What follows belongs to an exercise in optimizing a design on an open flow for small area, a short achievable clock period and few clock cycles per item; a production flow would make more cautious choices. The RTL was checked by simulation tests, not by an equivalence proof against the original design.

==> build 86 <==
// fir
module fir(
  clock,
  reset,
  calculate,
  data_in,
  data_out,
  data_good
);
export LEC_CHECK = 0
export ABC_CLOCK_PERIOD_IN_PS = 2000
export CAP_MARGIN = 20
export CORE_MARGIN = 2
export CORE_UTILIZATION = 65
export CTS_CLUSTER_DIAMETER = 110
export CTS_CLUSTER_SIZE = 27
export SLEW_MARGIN = 20
export SYNTH_HIERARCHICAL = 1
create_clock -name core_clock -period 13.0 [get_ports {clock}]
standard.sh (not shown) runs the stock make flow with config.mk's settings and CLKGATE_MAP_FILE= SYNTH_SCRIPT=/design/flow/synth_recipe.tcl, a recipe that flattens the netlist after the stock synthesis.
==> flow/flow/run.sh <==
#!/bin/bash
set -euo pipefail
MARGIN=$(cat flow/margin.txt)
TNS=$(cat flow/tns.txt)
# synthesis exactly as standard.sh does it
bash standard.sh synth > synth.log 2>&1
# the remaining steps: the same make command with the repair target added
sed -e "s|CLKGATE_MAP_FILE= |CLKGATE_MAP_FILE= SETUP_SLACK_MARGIN=$MARGIN TNS_END_PERCENT=$TNS 'BUFFER_PORTS_ARGS=-buffer_cell sky130_fd_sc_hd__buf_4' |" \
    standard.sh > flow_layout.sh
bash flow_layout.sh finish > layout.log 2>&1
test -f out/final.def
==> flow/flow/margin.txt <==
8.2
==> flow/flow/tns.txt <==
100
==> inputs of build 45, as changes to build 86 <==
==> flow/flow/margin.txt (replaced) <==
8.5
CTS_CLUSTER_DIAMETER = default   (was 110)
CTS_CLUSTER_SIZE = default   (was 27)
==> inputs of trial 7, as changes to build 86 <==
==> flow/flow/margin.txt (replaced) <==
8.3
CTS_CLUSTER_DIAMETER = 100   (was 110)
CTS_CLUSTER_SIZE = 24   (was 27)
==> inputs of build 28, as changes to build 86 <==
CORE_UTILIZATION = 75   (was 65)
CTS_CLUSTER_DIAMETER = 100   (was 110)
CTS_CLUSTER_SIZE = 24   (was 27)
==> comparison table <==
quantity	build 28	build 86	build 45	trial 7
Worst slack at placement	6.719 ns	7.232 ns	7.394 ns	7.108 ns
Sequential cell area share	40.03%	40.04%	38.31%	39.85%
Area occupied by multi-input gates	41,610 um^2	41,630 um^2	41,810 um^2	41,630 um^2
Iteration-0 DRC Markers	3,578	2,883	2,914	3,152
Via count of the first global-routing pass	39,720	38,600	39,800	38,960
FF-to-FF End	C15	C15	Y1[6]	C15
Worst skew pair latency	0.70 ns	0.69 ns	0.73 ns	0.70 ns
Routing usage on met3	6.086%	4.278%	5.626%	5.321%
Util after Layout	79.36%	69.03%	72.15%	69.35%
Crit path required time	13.43 ns	13.42 ns	13.45 ns	13.43 ns
Signal buffers share of area	0.8230%	0.6178%	1.458%	0.7459%
Status	complete, no violations	complete, no violations	complete, no violations	complete, no violations
Testbench counts of build 86, summed over its fixed seeds: cycles 4,000, items 4,000.
Testbench counts of build 45, summed over its fixed seeds: cycles 4,000, items 4,000.
Testbench counts of trial 7, summed over its fixed seeds: cycles 4,000, items 4,000.
Testbench counts of build 28, summed over its fixed seeds: cycles 4,000, items 4,000.

==> run R <==
fir, a different RTL version from the one above (not shown whole).
==> flow/design.v (excerpt) <==
module fir(
  clock,
  reset,
  calculate,
  data_in,
  data_out,
  data_good
);
Settings: LEC_CHECK=0, ABC_CLOCK_PERIOD_IN_PS=2000, CAP_MARGIN=20, CORE_MARGIN=2, CORE_UTILIZATION=55, CTS_BUF_LIST=sky130_fd_sc_hd__clkbuf_4 sky130_fd_sc_hd__clkbuf_8, SLEW_MARGIN=20, SYNTH_HIERARCHICAL=1; clock period 13.0 ns.
==> flow/flow/margin.txt <==
8.4
==> flow/flow/tns.txt <==
10
Scripts as last shown in full above: flow/flow/run.sh
==> run F (differences from run R) <==
==> flow/flow/margin.txt (replaced) <==
8.2
==> flow/flow/tns.txt (replaced) <==
100
CORE_UTILIZATION = 65   (was 55)
CTS_BUF_LIST = unset   (was sky130_fd_sc_hd__clkbuf_4 sky130_fd_sc_hd__clkbuf_8)
==> run K (differences from run R) <==
CTS_BUF_LIST = unset   (was sky130_fd_sc_hd__clkbuf_4 sky130_fd_sc_hd__clkbuf_8)
==> results.toml <==
[status]
run_status = "finished clean"

[cells_and_area]
multi_input_combinational_area_share_pct = 52.2

[clock_tree]
post_cts.repair.setup_buffers = 101

[timing]
final.period_utilization_pct = 38.0

[detailed_routing]
routed-wl-met3_mm = 13.4
the above is filed under run F

==> results.toml <==
[status]
run_status = "finished clean"

[cells_and_area]
multi_input_combinational_area_share_pct = 51.9

[synth]
synth_fa_ha_area_share_pct = 55.4

[timing]
final.period_utilization_pct = 38.2

[detailed_routing]
routed-wl-met3_mm = 10.5
the above is filed under run R

==> results.toml <==
[clock_tree]
post_cts.repair.setup_buffers = 242

[cells_and_area]
multi_input_combinational_area_share_pct = 51.8

[status]
run_status = "finished clean"

[timing]
final.period_utilization_pct = 38.3
the above is filed under run K

Testbench counts of run R, summed over its fixed seeds: cycles 4,000, items 4,000.
Testbench counts of run F, summed over its fixed seeds: cycles 4,000, items 4,000.
Testbench counts of run K, summed over its fixed seeds: cycles 4,000, items 4,000.

==> job 4373 <==
fir, a different RTL version from the one above (not shown whole).
// fir
module fir(
  clock,
  reset,
  calculate,
  data_in,
  data_out,
  data_good
);
export LEC_CHECK = 0
export ABC_CLOCK_PERIOD_IN_PS = 2000
export CAP_MARGIN = 20
export CORE_MARGIN = 2
export CORE_UTILIZATION = 55
export SLEW_MARGIN = 20
export SYNTH_HIERARCHICAL = 1
create_clock -name core_clock -period 13.0 [get_ports {clock}]
run.sh (not shown) runs the stock make flow with config.mk's settings and CLKGATE_MAP_FILE= SYNTH_SCRIPT=/design/flow/synth_recipe.tcl, a recipe that flattens the netlist after the stock synthesis.
Stock flow here: none of the scripts above is used.
==> job 3612 (differences from job 4373) <==
==> flow/flow/run.sh (new file) <==
#!/bin/bash
set -euo pipefail
W=$(pwd)
MARGIN=$(cat flow/margin.txt)
# synthesis exactly as standard.sh does it
bash standard.sh synth > synth.log 2>&1
# the remaining steps: same make command with the repair margin added
sed -e "s|CLKGATE_MAP_FILE= |CLKGATE_MAP_FILE= SETUP_SLACK_MARGIN=$MARGIN TNS_END_PERCENT=100 |" \
    standard.sh > flow_layout.sh
bash flow_layout.sh finish > layout.log 2>&1
test -f out/final.def
==> flow/flow/margin.txt (new file) <==
8.8
==> flow/standard.sh (new file) <==
#!/bin/bash
# synth_recipe.tcl (not shown) runs the flow's synth.tcl, then flattens the netlist and writes it again
# the make line also repeats each setting of config.mk as NAME=value (left out here)
make -C /OpenROAD-flow-scripts/flow DESIGN_CONFIG=/design/flow/config.mk WORK_HOME=/design/flow/orfs CLKGATE_MAP_FILE= SYNTH_SCRIPT=/design/flow/synth_recipe.tcl "${@:-finish}"
removed: flow/run.sh
==> notes.md <==
|  | job 3612 | job 4373 |
|---|---|---|
| Non-Clock Buffer Area Fraction | 4.21% | 0.434% |
| Status | finished clean | finished clean |
| Pin count of the biggest net entering global routing | 85 | 180 |
| Normalized max-slew margin | 32.8% | 28.0% |
| Multi-input combinational cell count | 2174 | 2172 |
| Total length of routed wires | 178000 um | 170000 um |
| Ratio of final minimum period to clock period | 38.8% | 45.0% |
| Area taken by multi-input logic gates | 42000 um2 | 40900 um2 |
| Largest clock skew in the final design | 0.0324 ns | 0.0342 ns |
| DPL Wire Length | 144000 um | 143000 um |
| # nets final | 6466 | 6063 |
| Antenna violations before repair | 1 | 2 |
| Crit. path cell count | 14 | 12 |
| Number of buffer and inverter instances along the worst setup path | 1 | 2 |
| Minimum clock period after layout | 5.05 ns | 5.85 ns |
| Hold wc startpoint | H16[6] | H16[1] |
| Cell with the largest stage delay on the worst path | sky130_fd_sc_hd__fa_2 | sky130_fd_sc_hd__clkdlybuf4s50_1 |
| Met1 capacity usage during global routing | 40.5% | 39.5% |
| Setup repair after global routing missed its margin | yes | no |
Testbench counts of job 4373, summed over its fixed seeds: cycles 4,000, items 4,000.
Testbench counts of job 3612, summed over its fixed seeds: cycles 4,000, items 4,000.

==> run a: inputs <==
Another version of the RTL of fir (not shown whole).
export LEC_CHECK = 0
export ABC_CLOCK_PERIOD_IN_PS = 2000
export CAP_MARGIN = 20
export CORE_MARGIN = 2
export CORE_UTILIZATION = 65
export CTS_CLUSTER_DIAMETER = 100
export CTS_CLUSTER_SIZE = 24
export SLEW_MARGIN = 20
export SYNTH_HIERARCHICAL = 1
create_clock -name core_clock -period 13.0 [get_ports {clock}]
standard.sh (not shown) runs the stock make flow with config.mk's settings and CLKGATE_MAP_FILE= SYNTH_SCRIPT=/design/flow/synth_recipe.tcl, a recipe that flattens the netlist after the stock synthesis.
==> flow/flow/run.sh <==
#!/bin/bash
set -euo pipefail
MARGIN=$(cat flow/margin.txt)
TNS=$(cat flow/tns.txt)
# synthesis exactly as standard.sh does it
bash standard.sh synth > synth.log 2>&1
# the remaining steps: the same make command with the repair target added
sed -e "s|CLKGATE_MAP_FILE= |CLKGATE_MAP_FILE= SETUP_SLACK_MARGIN=$MARGIN TNS_END_PERCENT=$TNS 'BUFFER_PORTS_ARGS=-buffer_cell sky130_fd_sc_hd__buf_4' |" \
    standard.sh > flow_layout.sh
bash flow_layout.sh finish > layout.log 2>&1
test -f out/final.def
==> flow/flow/margin.txt <==
8.2
==> flow/flow/tns.txt <==
20
==> run b: changes against run a <==
==> flow/flow/margin.txt (replaced) <==
8.35
==> flow/flow/tns.txt (replaced) <==
100
==> qor summary <==
item	run a	run b
Result of the run	timing/DRC/antenna clean	timing/DRC/antenna clean
Hold Path Sink	H17[1]$_DFFE_PP_	H17[5]$_DFFE_PP_
Period Utilization, post-route	0.385	0.362
Critical Path RT	13.43 ns	13.42 ns
Fraction of standard cell area that is sequential	0.385	0.364
Worst slew margin relative to its limit	0.207	0.298
CLK BUF	61	67
Buffer count from post-CTS setup fixing	37	284
Critical path arrival	5.43 ns	5.13 ns
Num CTS Buffers	50	49
Final WL	160 mm	166 mm
Hold slack final	0.428 ns	0.424 ns
Testbench counts of run a, summed over its fixed seeds: cycles 4,000, items 4,000.
Testbench counts of run b, summed over its fixed seeds: cycles 4,000, items 4,000.

[static timing again, ports no longer ideal]
The results above use ideal ports. As a check the final layouts listed here were re-extracted and re-timed, cells and wires unchanged. Step 1 assumes that a clkbuf_16 drives the clock port and a buf_2 every other input. Step 2 times the ports against the registers' clock, not the clock port: input delays grow and output delays shrink by t, the midpoint of the rising clock arrivals with the driver on. Three values: no drivers, after step 1, after step 2; two values: the first two.
run	t, ns	setup slack, ns	worst setup path after step 2	cell pins on the clock port's net
build 86	0.750	8.248 / 8.247 / 7.496	input to register	1
build 45	0.778	8.248 / 8.253 / 7.475	input to register	1
trial 7	0.754	8.232 / 8.236 / 7.481	input to register	1
build 28	0.756	8.207 / 8.214 / 7.458	input to register	1
run R	0.945	8.038 / 8.081 / 7.136	input to register	1
run F	0.764	8.065 / 8.071 / 7.307	input to register	1
run K	0.787	8.021 / 8.025 / 7.243	input to register	1
job 4373	0.805	7.151 / 7.191 / 6.385	input to register	1
job 3612	0.794	7.953 / 7.953 / 7.223	input to register	1
run a	0.760	8.001 / 8.001 / 7.406	input to register	1
run b	0.745	8.297 / 8.300 / 7.555	input to register	1
After both steps setup and hold are still met in every run listed. The setup slack of run R, which loses most, moves by +0.043 ns with the drivers and by -0.902 ns with both steps.
